This is an optimization exercise on Yosys and OpenROAD, whose aim is small area, a short achievable clock period and few clock cycles per item, not a production implementation. Only simulation tests tie the RTL to the original design; equivalence was not proved. The clock input has no modelled driver; a real chip could not lean on it and would need a root buffer or a full tree. Power figures rest on the tool's default switching activity, not on a simulated workload.

// reorder
module reorder(
    input  wire clk,
    input  wire rst,
    output wire  [9:0] granule_ch0_read_addr,
    input  wire [17:0] granule_ch0_read_data,
    output wire        granule_ch0_write_enable,
    output wire  [9:0] granule_ch0_write_addr,
    output wire [17:0] granule_ch0_write_data,
    output wire  [9:0] granule_ch1_read_addr,
    input  wire [17:0] granule_ch1_read_data,
    output wire        granule_ch1_write_enable,
    output wire  [9:0] granule_ch1_write_addr,
    output wire [17:0] granule_ch1_write_data,
    input  wire  [1:0] header_sampling_frequency,
    input  wire  [1:0] sideinfo_ch0_block_type,
    input  wire        sideinfo_ch0_window_switching_flag,
    input  wire        sideinfo_ch0_mixed_block_flag,
    input  wire  [1:0] sideinfo_ch1_block_type,
    input  wire        sideinfo_ch1_window_switching_flag,
    input  wire        sideinfo_ch1_mixed_block_flag,
    input  wire        stage_ready,
    output wire        stage_done
    );
==> flow/config.mk <==
export PLATFORM = sky130hd
export DESIGN_NAME = reorder
export DESIGN_NICKNAME = reorder
export VERILOG_FILES = /design/flow/design.v
export SDC_FILE = /design/flow/constraint.sdc
export NUM_CORES = 4
export LEC_CHECK = 0
export ABC_AREA = 1
export CAP_MARGIN = 20
export CORE_MARGIN = 2
export CORE_UTILIZATION = 60
export PLACE_DENSITY = 0.8
export SETUP_SLACK_MARGIN = 2.1
export SLEW_MARGIN = 20
==> flow/constraint.sdc <==
create_clock -name core_clock -period 4.0 [get_ports {clk}]
set_input_delay 0.8000 -clock core_clock [delete_from_list [all_inputs] [get_ports {clk}]]
set_output_delay 0.8000 -clock core_clock [all_outputs]
set_load 0.01 [all_outputs]
standard.sh (not shown) runs the stock make flow with config.mk's settings and CLKGATE_MAP_FILE= SYNTH_SCRIPT=/design/flow/synth_recipe.tcl, a recipe that flattens the netlist after the stock synthesis.
==> flow/flow/run.sh <==
#!/bin/bash
# Standard layout, with four changes: the smallest buffer on the ports,
# an ABC mapping script of its own (flow/abc_area.script),
# adders left to ABC (no full/half-adder cells), and a clock tree of one
# level of clock buffers (flow/cts_one_buffer.tcl) in place of TritonCTS.
set -euo pipefail
rm -rf scripts
cp -r "$FLOW_HOME/scripts" scripts
cp flow/abc_area.script scripts/abc_area.script
python3 - <<'PY'
p = 'scripts/cts.tcl'
s = open(p).read()
old = 'log_cmd clock_tree_synthesis {*}$cts_args'
assert old in s
s = s.replace(old, 'source $::env(ONE_CTS_TCL)')
open(p, 'w').write(s)
PY
export SCRIPTS_DIR="$PWD/scripts"
export ONE_CTS_TCL="$PWD/flow/cts_one_buffer.tcl"
export ONE_CLKPORT=clk
export ONE_CLKBUF=sky130_fd_sc_hd__clkbuf_16
export ONE_CLKGROUPS=2
export BUFFER_PORTS_ARGS="-buffer_cell sky130_fd_sc_hd__buf_1"
export ADDER_MAP_FILE=
bash standard.sh > standard.log 2>&1
==> flow/flow/abc_area.script <==
strash
dch
dch
map -B 0.9
strash
dch
dch
map -B 0.9
topo
stime -c
buffer -c
upsize -c
dnsize -c
Other scripts of this flow, unchanged in this note and not shown: flow/flow/cts_one_buffer.tcl
The first run completed without violations.
Testbench counts at the start, summed over its fixed seeds: cycles 73,728, granules 128.
Change:
==> flow/flow/abc_area.script (replaced) <==
strash
dch
dch
map -B 0.9
topo
stime -c
buffer -c
upsize -c
dnsize -c
Settings changed: CORE_UTILIZATION 60 to 40, PLACE_DENSITY 0.8 to 0.6, SETUP_SLACK_MARGIN 2.1 to 2.2.
The new run finished clean. Power stays flat. Worst setup slack is better by 0.061 ns. Clock power is higher by about 2%. Maximum frequency is higher by 3.4%. Via count drops by 2.0%. Global-route usage drops by 8.1 points. Final cell count grows by 11%. Final area grows by 4.2%. Worst hold slack got worse by 0.011 ns. Wire length hardly moves. Sequential power shrinks by about 0.9%.
Change:
==> flow/flow/abc_area.script (replaced) <==
strash
dch
dch
map -B 0.95
topo
stime -c
buffer -c
upsize -c
dnsize -c
Settings changed: CORE_UTILIZATION 40 to 60, PLACE_DENSITY 0.6 to 0.8, SETUP_SLACK_MARGIN 2.2 to 2.1.
Wire length is lower by 9.0%.
Global-route usage is higher by 6.6 points.
Clock power is lower by about 3%.
First-iteration DRC count is higher by 30%.
Setup slack gets worse by 0.026 ns.
Combinational power is lower by about 3%.
No run of this note takes its clock network from TritonCTS; it comes from the design's own scripts or RTL.

========
the previous run:
Another version of the RTL of reorder (not shown whole).
For scale: ~440 cells after synthesis, ~130 I/O pins, about 3000 µm² of cells after synthesis.
Settings: LEC_CHECK=0, ABC_AREA=1, CAP_MARGIN=20, CORE_MARGIN=2, CORE_UTILIZATION=40, PLACE_DENSITY=0.6, SETUP_SLACK_MARGIN=2.1, SLEW_MARGIN=20; clock period 4.0 ns.
==> flow/flow/run.sh <==
#!/bin/bash
# Standard layout, with three changes: the smallest buffer on the ports,
# adders left to ABC (no full/half-adder cells), and a clock tree of one
# level of clock buffers (flow/cts_one_buffer.tcl) in place of TritonCTS.
set -euo pipefail
rm -rf scripts
cp -r "$FLOW_HOME/scripts" scripts
python3 - <<'PY'
p = 'scripts/cts.tcl'
s = open(p).read()
old = 'log_cmd clock_tree_synthesis {*}$cts_args'
assert old in s
s = s.replace(old, 'source $::env(ONE_CTS_TCL)')
open(p, 'w').write(s)
PY
export SCRIPTS_DIR="$PWD/scripts"
export ONE_CTS_TCL="$PWD/flow/cts_one_buffer.tcl"
export ONE_CLKPORT=clk
export ONE_CLKBUF=sky130_fd_sc_hd__clkbuf_16
export ONE_CLKGROUPS=2
export BUFFER_PORTS_ARGS="-buffer_cell sky130_fd_sc_hd__buf_1"
export ADDER_MAP_FILE=
export SETUP_MOVE_SEQUENCE="sizeup,swap,buffer"
bash standard.sh > standard.log 2>&1
Other scripts of this flow, unchanged in this note and not shown: flow/flow/cts_one_buffer.tcl
Testbench counts of the previous run, summed over its fixed seeds: cycles 73,728, granules 128.
Modified inputs, the current run compared to the previous run
-- flow/flow/run.sh --
<<< the previous run, line 21
export BUFFER_PORTS_ARGS="-buffer_cell sky130_fd_sc_hd__buf_1"
export ADDER_MAP_FILE=
export SETUP_MOVE_SEQUENCE="sizeup,swap,buffer"
bash standard.sh > standard.log 2>&1
>>> the current run, line 21
export BUFFER_PORTS_ARGS="-buffer_cell sky130_fd_sc_hd__buf_1"
export ADDER_MAP_FILE=
bash standard.sh > standard.log 2>&1
Results
- The current run ran to completion and came out clean on the timing, DRC and antenna checks.
- The arrival time reported for the critical path endpoint on the current run is in line with that on the previous run.
- Reported for the previous run and the current run, sequential share of layout area turned out identical to the last digit.
- Sequential cell count: the current run vs the previous run — no meaningful difference
- The current run and the previous run ended up with roughly the same relative contribution of the clock network to total power.
In every run of this note, the design's own scripts or RTL, not TritonCTS, make the clock network.

========
== fjord ==
RTL: one of the versions met above, not the one the previous note started from.
Size in the first run: roughly 400 cells after synthesis, ~48 flip-flops, ~130 I/O pins, roughly 2900 um^2 of cells after synthesis.
clock: 4.0 ns
lec_check: 0
abc_area: 1
cap_margin: 20
core_margin: 2
core_utilization: 40
place_density: 0.6
setup_slack_margin: 2.1
slew_margin: 20
==> flow/flow/run.sh <==
#!/bin/bash
# Standard layout, with four changes: the smallest buffer on the ports,
# an ABC mapping script of its own (flow/abc_area.script),
# adders left to ABC (no full/half-adder cells), and a clock tree of one
# level of clock buffers (flow/cts_one_buffer.tcl) in place of TritonCTS.
set -euo pipefail
rm -rf scripts
cp -r "$FLOW_HOME/scripts" scripts
cp flow/abc_area.script scripts/abc_area.script
python3 - <<'PY'
p = 'scripts/cts.tcl'
s = open(p).read()
old = 'log_cmd clock_tree_synthesis {*}$cts_args'
assert old in s
s = s.replace(old, 'source $::env(ONE_CTS_TCL)')
open(p, 'w').write(s)
PY
export SCRIPTS_DIR="$PWD/scripts"
export ONE_CTS_TCL="$PWD/flow/cts_one_buffer.tcl"
export ONE_CLKPORT=clk
export ONE_CLKBUF=sky130_fd_sc_hd__clkbuf_16
export ONE_CLKGROUPS=2
export BUFFER_PORTS_ARGS="-buffer_cell sky130_fd_sc_hd__buf_1"
export ADDER_MAP_FILE=
bash standard.sh > standard.log 2>&1
==> flow/flow/abc_area.script <==
strash
dch
map -B 0.5
topo
stime -c
buffer -c
upsize -c
dnsize -c
Other scripts of this flow, unchanged in this note and not shown: flow/flow/cts_one_buffer.tcl
fjord completed every stage of the flow, and the final layout passed the timing, DRC and antenna checks.
Testbench counts of fjord, summed over its fixed seeds: cycles 73,728, granules 128.
diff inputs: fjord => nickel
==> flow/flow/abc_area.script <==
strash
dch -f
dch
map -B 0.9
topo
stime -c
buffer -c
upsize -c
dnsize -c
--- a/flow/config.mk
+++ b/flow/config.mk
@@ -10,4 +10,4 @@
 export CORE_MARGIN = 2
-export CORE_UTILIZATION = 40
-export PLACE_DENSITY = 0.6
+export CORE_UTILIZATION = 60
+export PLACE_DENSITY = 0.8
 export SETUP_SLACK_MARGIN = 2.1
Results
nickel finished all stages; the layout is clean.
fjord went all the way through the flow, and no timing, DRC or antenna check failed.
Higher first-iteration DRC count was reported by fjord, not nickel.
The run with more routed wire is fjord, not nickel.
Transition time at the pin with the least slew margin delta for nickel relative to fjord: 0.18 ns lower
## Diff of input files: amber against nickel
--- a/flow/flow/abc_area.script
+++ b/flow/flow/abc_area.script
@@ -1,3 +1,3 @@
 strash
-dch -f
+dch
 dch
--- a/flow/config.mk
+++ b/flow/config.mk
@@ -10,4 +10,4 @@
 export CORE_MARGIN = 2
-export CORE_UTILIZATION = 60
-export PLACE_DENSITY = 0.8
+export CORE_UTILIZATION = 40
+export PLACE_DENSITY = 0.6
 export SETUP_SLACK_MARGIN = 2.1
==> results.txt <==
Changes observed in amber relative to nickel: overall die area now sits higher, synthesized cell count higher, horizontal extent of the die went up.
Any difference in maximum clock frequency between amber and nickel is small enough to ignore.
amber: all stages complete, timing, DRC and antenna checks passed
Inputs modified between amber and onyx:
--- a/flow/config.mk
+++ b/flow/config.mk
@@ -10,4 +10,5 @@
 export CORE_MARGIN = 2
-export CORE_UTILIZATION = 40
-export PLACE_DENSITY = 0.6
+export CORE_UTILIZATION = 60
+export GPL_TIMING_DRIVEN = 0
+export PLACE_DENSITY = 0.8
 export SETUP_SLACK_MARGIN = 2.1
Notes after the runs:
From amber to onyx the numbers moved as follows: relative area change from synthesis to final layout +16 points; via count +371.
The share of total power in sequential cells of onyx is lower than that of amber.
In every run of this note, the design's own scripts or RTL, not TritonCTS, make the clock network.

========
## run 1
Starting RTL as in the previous note.
==> flow/config.mk <==
export PLATFORM = sky130hd
export DESIGN_NAME = reorder
export DESIGN_NICKNAME = reorder
export VERILOG_FILES = /design/flow/design.v
export SDC_FILE = /design/flow/constraint.sdc
export NUM_CORES = 4
export LEC_CHECK = 0
export ABC_AREA = 1
export CAP_MARGIN = 20
export CORE_MARGIN = 2
export CORE_UTILIZATION = 60
export PLACE_DENSITY = 0.8
export SETUP_SLACK_MARGIN = 2.1
export SLEW_MARGIN = 20
==> flow/constraint.sdc <==
create_clock -name core_clock -period 4.0 [get_ports {clk}]
set_input_delay 0.8000 -clock core_clock [delete_from_list [all_inputs] [get_ports {clk}]]
set_output_delay 0.8000 -clock core_clock [all_outputs]
set_load 0.01 [all_outputs]
==> flow/flow/abc_area.script <==
strash
dch
dch
map -B 0.9
topo
stime -c
buffer -c
upsize -c
dnsize -c
==> flow/flow/cts_one_buffer.tcl <==
# Clock tree of one level: the clock port drives ONE_CLKGROUPS (1, 2 or 4)
# clock buffers, each placed at the centre of its group of flip-flops (the
# flip-flops split at the median x, then at the median y).
set cts_block [ord::get_db_block]
set cts_dbu [$cts_block getDbUnitsPerMicron]
set cts_net [[$cts_block findBTerm $::env(ONE_CLKPORT)] getNet]
set cts_netname [$cts_net getName]
set cts_sinks {}
foreach it [$cts_net getITerms] {
  set bb [[$it getInst] getBBox]
  lappend cts_sinks [list [expr {([$bb xMin] + [$bb xMax]) / 2.0 / $cts_dbu}] \
    [expr {([$bb yMin] + [$bb yMax]) / 2.0 / $cts_dbu}] \
    "[[$it getInst] getName]/[[$it getMTerm] getName]"]
}
proc cts_split {sinks idx} {
  set s [lsort -real -index $idx $sinks]
  set h [expr {[llength $s] / 2}]
  return [list [lrange $s 0 [expr {$h - 1}]] [lrange $s $h end]]
}
set cts_groups [list $cts_sinks]
if {$::env(ONE_CLKGROUPS) >= 2} { set cts_groups [cts_split $cts_sinks 0] }
if {$::env(ONE_CLKGROUPS) >= 4} {
  set g {}
  foreach grp $cts_groups { lappend g {*}[cts_split $grp 1] }
  set cts_groups $g
}
set cts_i 0
foreach grp $cts_groups {
  set x 0.0
  set y 0.0
  set pins {}
  foreach s $grp {
    set x [expr {$x + [lindex $s 0]}]
    set y [expr {$y + [lindex $s 1]}]
    lappend pins [get_pins [lindex $s 2]]
  }
  set x [expr {$x / [llength $grp]}]
  set y [expr {$y / [llength $grp]}]
  set buf [sta::sta_to_db_inst [insert_buffer -buffer_cell $::env(ONE_CLKBUF) \
    -net $cts_netname -load_pins $pins -location [list $x $y] \
    -buffer_name clkbuf_one_$cts_i -net_name clknet_one_$cts_i]]
  foreach it [$buf getITerms] {
    if {[$it isOutputSignal]} {
      [$it getNet] setSigType CLOCK
      puts "cts_one_buffer: [$buf getName] at $x $y drives [llength $grp] sinks on [[$it getNet] getName]"
    }
  }
  incr cts_i
}
set_propagated_clock [all_clocks]
Scripts as last shown in full above: flow/flow/run.sh
Testbench counts of run 1, summed over its fixed seeds: cycles 73,728, granules 128.
Relative to run 1, the following input files were edited for run 2:
--- a/flow/flow/abc_area.script
+++ b/flow/flow/abc_area.script
@@ -4 +4 @@
-map -B 0.9
+map -B 0.8
## What came out
Looking at final cycle utilization of the critical path, run 2 sits below run 1. Sort run 1 and run 2 by met3 routing resource usage after global routing, descending, and run 1 comes first. Run 2 vs run 1, die outline area went up by 49 um^2. On final non-filler cell area: between run 1 and run 2, it ends up higher for run 2. Compared to run 1, the routing of run 2 uses more wire. Compared with run 1, run 2 shows number of global-route vias before repair that has gone up slightly. Compared run 1 against run 2; proportion of register bits with asynchronous set or reset after synthesis within noise.
Relative to run 2, the following input files were edited for run 3:
Settings: a change of CORE_UTILIZATION from 60 to 40.
==> flow/flow/abc_area.script <==
strash
balance
rewrite
refactor
balance
rewrite
rewrite -z
balance
refactor -z
rewrite -z
balance
dch
dch
map -B 0.9
topo
stime -c
buffer -c
upsize -c
dnsize -c
--- outcome ---
In the tables for run 3 and run 2, transition time at the pin with the least slew margin reads higher with run 2.
Routed length on met1 went up slightly going from run 2 to run 3.
Run 3 ends up with a initial standard-cell utilization of the core that is 20 points lower than in run 2.
Net switching power, run 3 and run 2: smaller value in run 2
Met3 usage in global routing: run 2 vs run 3, no meaningful difference
Summary of the comparison: total cell area at the placement stage is higher in run 3, relative to run 2.
Area: run 3 vs run 2 -> run 3 larger
Changes in run 4 relative to run 3:
Settings: CORE_UTILIZATION changed from 40 to 60.
--- a/flow/flow/run.sh
+++ b/flow/flow/run.sh
@@ -21,2 +21,2 @@
-export ONE_CLKBUF=sky130_fd_sc_hd__clkbuf_16
-export ONE_CLKGROUPS=2
+export ONE_CLKBUF=sky130_fd_sc_hd__clkbuf_8
+export ONE_CLKGROUPS=4
==> flow/flow/abc_area.script <==
strash
dch
dch
map -B 0.9
topo
stime -c
buffer -c
upsize -c
dnsize -c
--- outcome ---
- Compared with run 3, run 4 shows a area after synthesis that is 1.3% lower.
- Run 4 against run 3; wire length of the first global-routing pass is up slightly.
- Vias per cell went up by more than 10% going from run 3 to run 4.
- Post-layout total power down 0.000021 W in run 4 wrt run 3
- Compared with run 3, run 4 shows a higher count of vias placed by the detailed router.
- [diff] register-to-register slack, run 4 relative to run 3: improvement
- Run 3 has a lower number of standard cells after synthesis than run 4.
- Summary of run 4 over run 3: final cell utilization of the core went up, combinational cell fraction of total power went down, sequential cell area share went up.
- Higher maximum achievable frequency goes to run 4 over run 3.
No run of this note takes its clock network from TritonCTS; it comes from the design's own scripts or RTL.

========
reorder, a different RTL version from the one above (not shown whole).
For scale: roughly 450 cells after synthesis, about 130 I/O pins.
==> flow/config.mk <==
export PLATFORM = sky130hd
export DESIGN_NAME = reorder
export DESIGN_NICKNAME = reorder
export VERILOG_FILES = /design/flow/design.v
export SDC_FILE = /design/flow/constraint.sdc
export NUM_CORES = 4
export LEC_CHECK = 0
export ABC_AREA = 1
export CAP_MARGIN = 20
export CORE_MARGIN = 2
export CORE_UTILIZATION = 40
export PLACE_DENSITY = 0.6
export SETUP_SLACK_MARGIN = 1.8
export SLEW_MARGIN = 20
==> flow/constraint.sdc <==
create_clock -name core_clock -period 4.0 [get_ports {clk}]
set_input_delay 0.8000 -clock core_clock [delete_from_list [all_inputs] [get_ports {clk}]]
set_output_delay 0.8000 -clock core_clock [all_outputs]
set_load 0.01 [all_outputs]
==> flow/flow/run.sh <==
#!/bin/bash
# Standard layout, with three changes: the smallest buffer on the ports,
# adders left to ABC (no full/half-adder cells), and a clock tree of one
# level of clock buffers (flow/cts_one_buffer.tcl) in place of TritonCTS.
set -euo pipefail
rm -rf scripts
cp -r "$FLOW_HOME/scripts" scripts
python3 - <<'PY'
p = 'scripts/cts.tcl'
s = open(p).read()
old = 'log_cmd clock_tree_synthesis {*}$cts_args'
assert old in s
s = s.replace(old, 'source $::env(ONE_CTS_TCL)')
open(p, 'w').write(s)
PY
export SCRIPTS_DIR="$PWD/scripts"
export ONE_CTS_TCL="$PWD/flow/cts_one_buffer.tcl"
export ONE_CLKPORT=clk
export ONE_CLKBUF=sky130_fd_sc_hd__clkbuf_8
export ONE_CLKGROUPS=4
export BUFFER_PORTS_ARGS="-buffer_cell sky130_fd_sc_hd__buf_1"
export ADDER_MAP_FILE=
bash standard.sh > standard.log 2>&1
Scripts as last shown in full above: flow/flow/cts_one_buffer.tcl
Testbench counts at the start, summed over its fixed seeds: cycles 73,728, granules 128.
==> next run, changes <==
--- a/flow/flow/run.sh
+++ b/flow/flow/run.sh
@@ -18,4 +18,4 @@
 export ONE_CLKPORT=clk
-export ONE_CLKBUF=sky130_fd_sc_hd__clkbuf_8
-export ONE_CLKGROUPS=4
+export ONE_CLKBUF=sky130_fd_sc_hd__clkbuf_16
+export ONE_CLKGROUPS=2
 export BUFFER_PORTS_ARGS="-buffer_cell sky130_fd_sc_hd__buf_1"
--- a/flow/config.mk
+++ b/flow/config.mk
@@ -12,3 +12,3 @@
 export PLACE_DENSITY = 0.6
-export SETUP_SLACK_MARGIN = 1.8
+export SETUP_SLACK_MARGIN = 2.7
 export SLEW_MARGIN = 20
What happened: Sequential share of layout area falls by 11 points; worst hold slack gains 0.027 ns; core utilization went up by 26 points; cell area went up by well over a third; combinational power grows by well over a third; power is higher by a quarter to a third; critical path depth does not change; wire length went up by well over a third; setup slack gets better by 0.084 ns; synthesized cell count does not change; via count came out higher by about a fifth.
==> next run, changes <==
--- a/flow/config.mk
+++ b/flow/config.mk
@@ -12,3 +12,3 @@
 export PLACE_DENSITY = 0.6
-export SETUP_SLACK_MARGIN = 2.7
+export SETUP_SLACK_MARGIN = 2.1
 export SLEW_MARGIN = 20
Design area went down by 38%.
Register-to-register slack gains 0.08 ns.
Total power went down by 21%.
Worst hold slack loses 0.024 ns.
==> next run, changes <==
--- a/flow/config.mk
+++ b/flow/config.mk
@@ -12,3 +12,3 @@
 export PLACE_DENSITY = 0.6
-export SETUP_SLACK_MARGIN = 2.1
+export SETUP_SLACK_MARGIN = 2.4
 export SLEW_MARGIN = 20
After rerunning:
- final area rose by 19%
- total power came out higher by 8.0%
- first-iteration DRC count is higher by 18%
- die area does not change
- setup slack improves by 0.047 ns
- maximum frequency grows by 2.7%
- cell count is higher by 4.7%
- hold slack improved by 0.015 ns
- via count came out higher by 5.0%
- wire length grows by 12%
In every run of this note, the design's own scripts or RTL, not TritonCTS, make the clock network.

-- static timing again, ports no longer ideal --
The flow's constraints put no driver on any port. The routed layouts listed below were extracted and timed again, unchanged, in two steps. Step 1 sets driving cells, clkbuf_16 on the clock port and buf_2 on the other inputs (assumed; they add their load-dependent delay and slew). Step 2 moves the port delays by t, midway between the first and last clock arrival at a register: inputs arrive t later, outputs are due t later. That takes back most of the time a late clock gives input paths. Three values: no drivers, after step 1, after step 2; two values: the first two.
run	t (ns)	setup slack, ns	worst slew at a driven data input, ns
the first run of note 1	0.203	2.164 / 2.115 / 2.207	0.07
the second run of note 1	0.208	2.225 / 2.174 / 2.219	0.06
the third run of note 1	0.201	2.200 / 2.152 / 2.189	0.07
the previous run	0.206	2.167 / 2.117 / 2.144	0.07
the current run	0.206	2.167 / 2.117 / 2.144	0.07
fjord	0.203	2.115 / 2.070 / 2.083	0.07
nickel	0.201	2.182 / 2.136 / 2.157	0.07
amber	0.205	2.181 / 2.131 / 2.236	0.06
onyx	0.200	2.135 / 2.090 / 2.149	0.03
run 1	0.202	2.196 / 2.148 / 2.197	0.07
run 2	0.200	2.203 / 2.158 / 2.063	0.06
run 3	0.200	2.176 / 2.128 / 2.208	0.07
run 4	0.200	2.200 / 2.140 / 2.184	0.07
the first run of note 5	0.203	2.104 / 2.096 / 2.104	0.07
the second run of note 5	0.206	2.187 / 2.140 / 2.221	0.07
the third run of note 5	0.204	2.191 / 2.143 / 2.183	0.07
the fourth run of note 5	0.209	2.238 / 2.186 / 2.239	0.07
After both steps setup and hold are still met in every run listed. For run 2, which loses most, drivers alone change the setup slack by -0.045 ns; drivers and shift together by -0.140 ns.
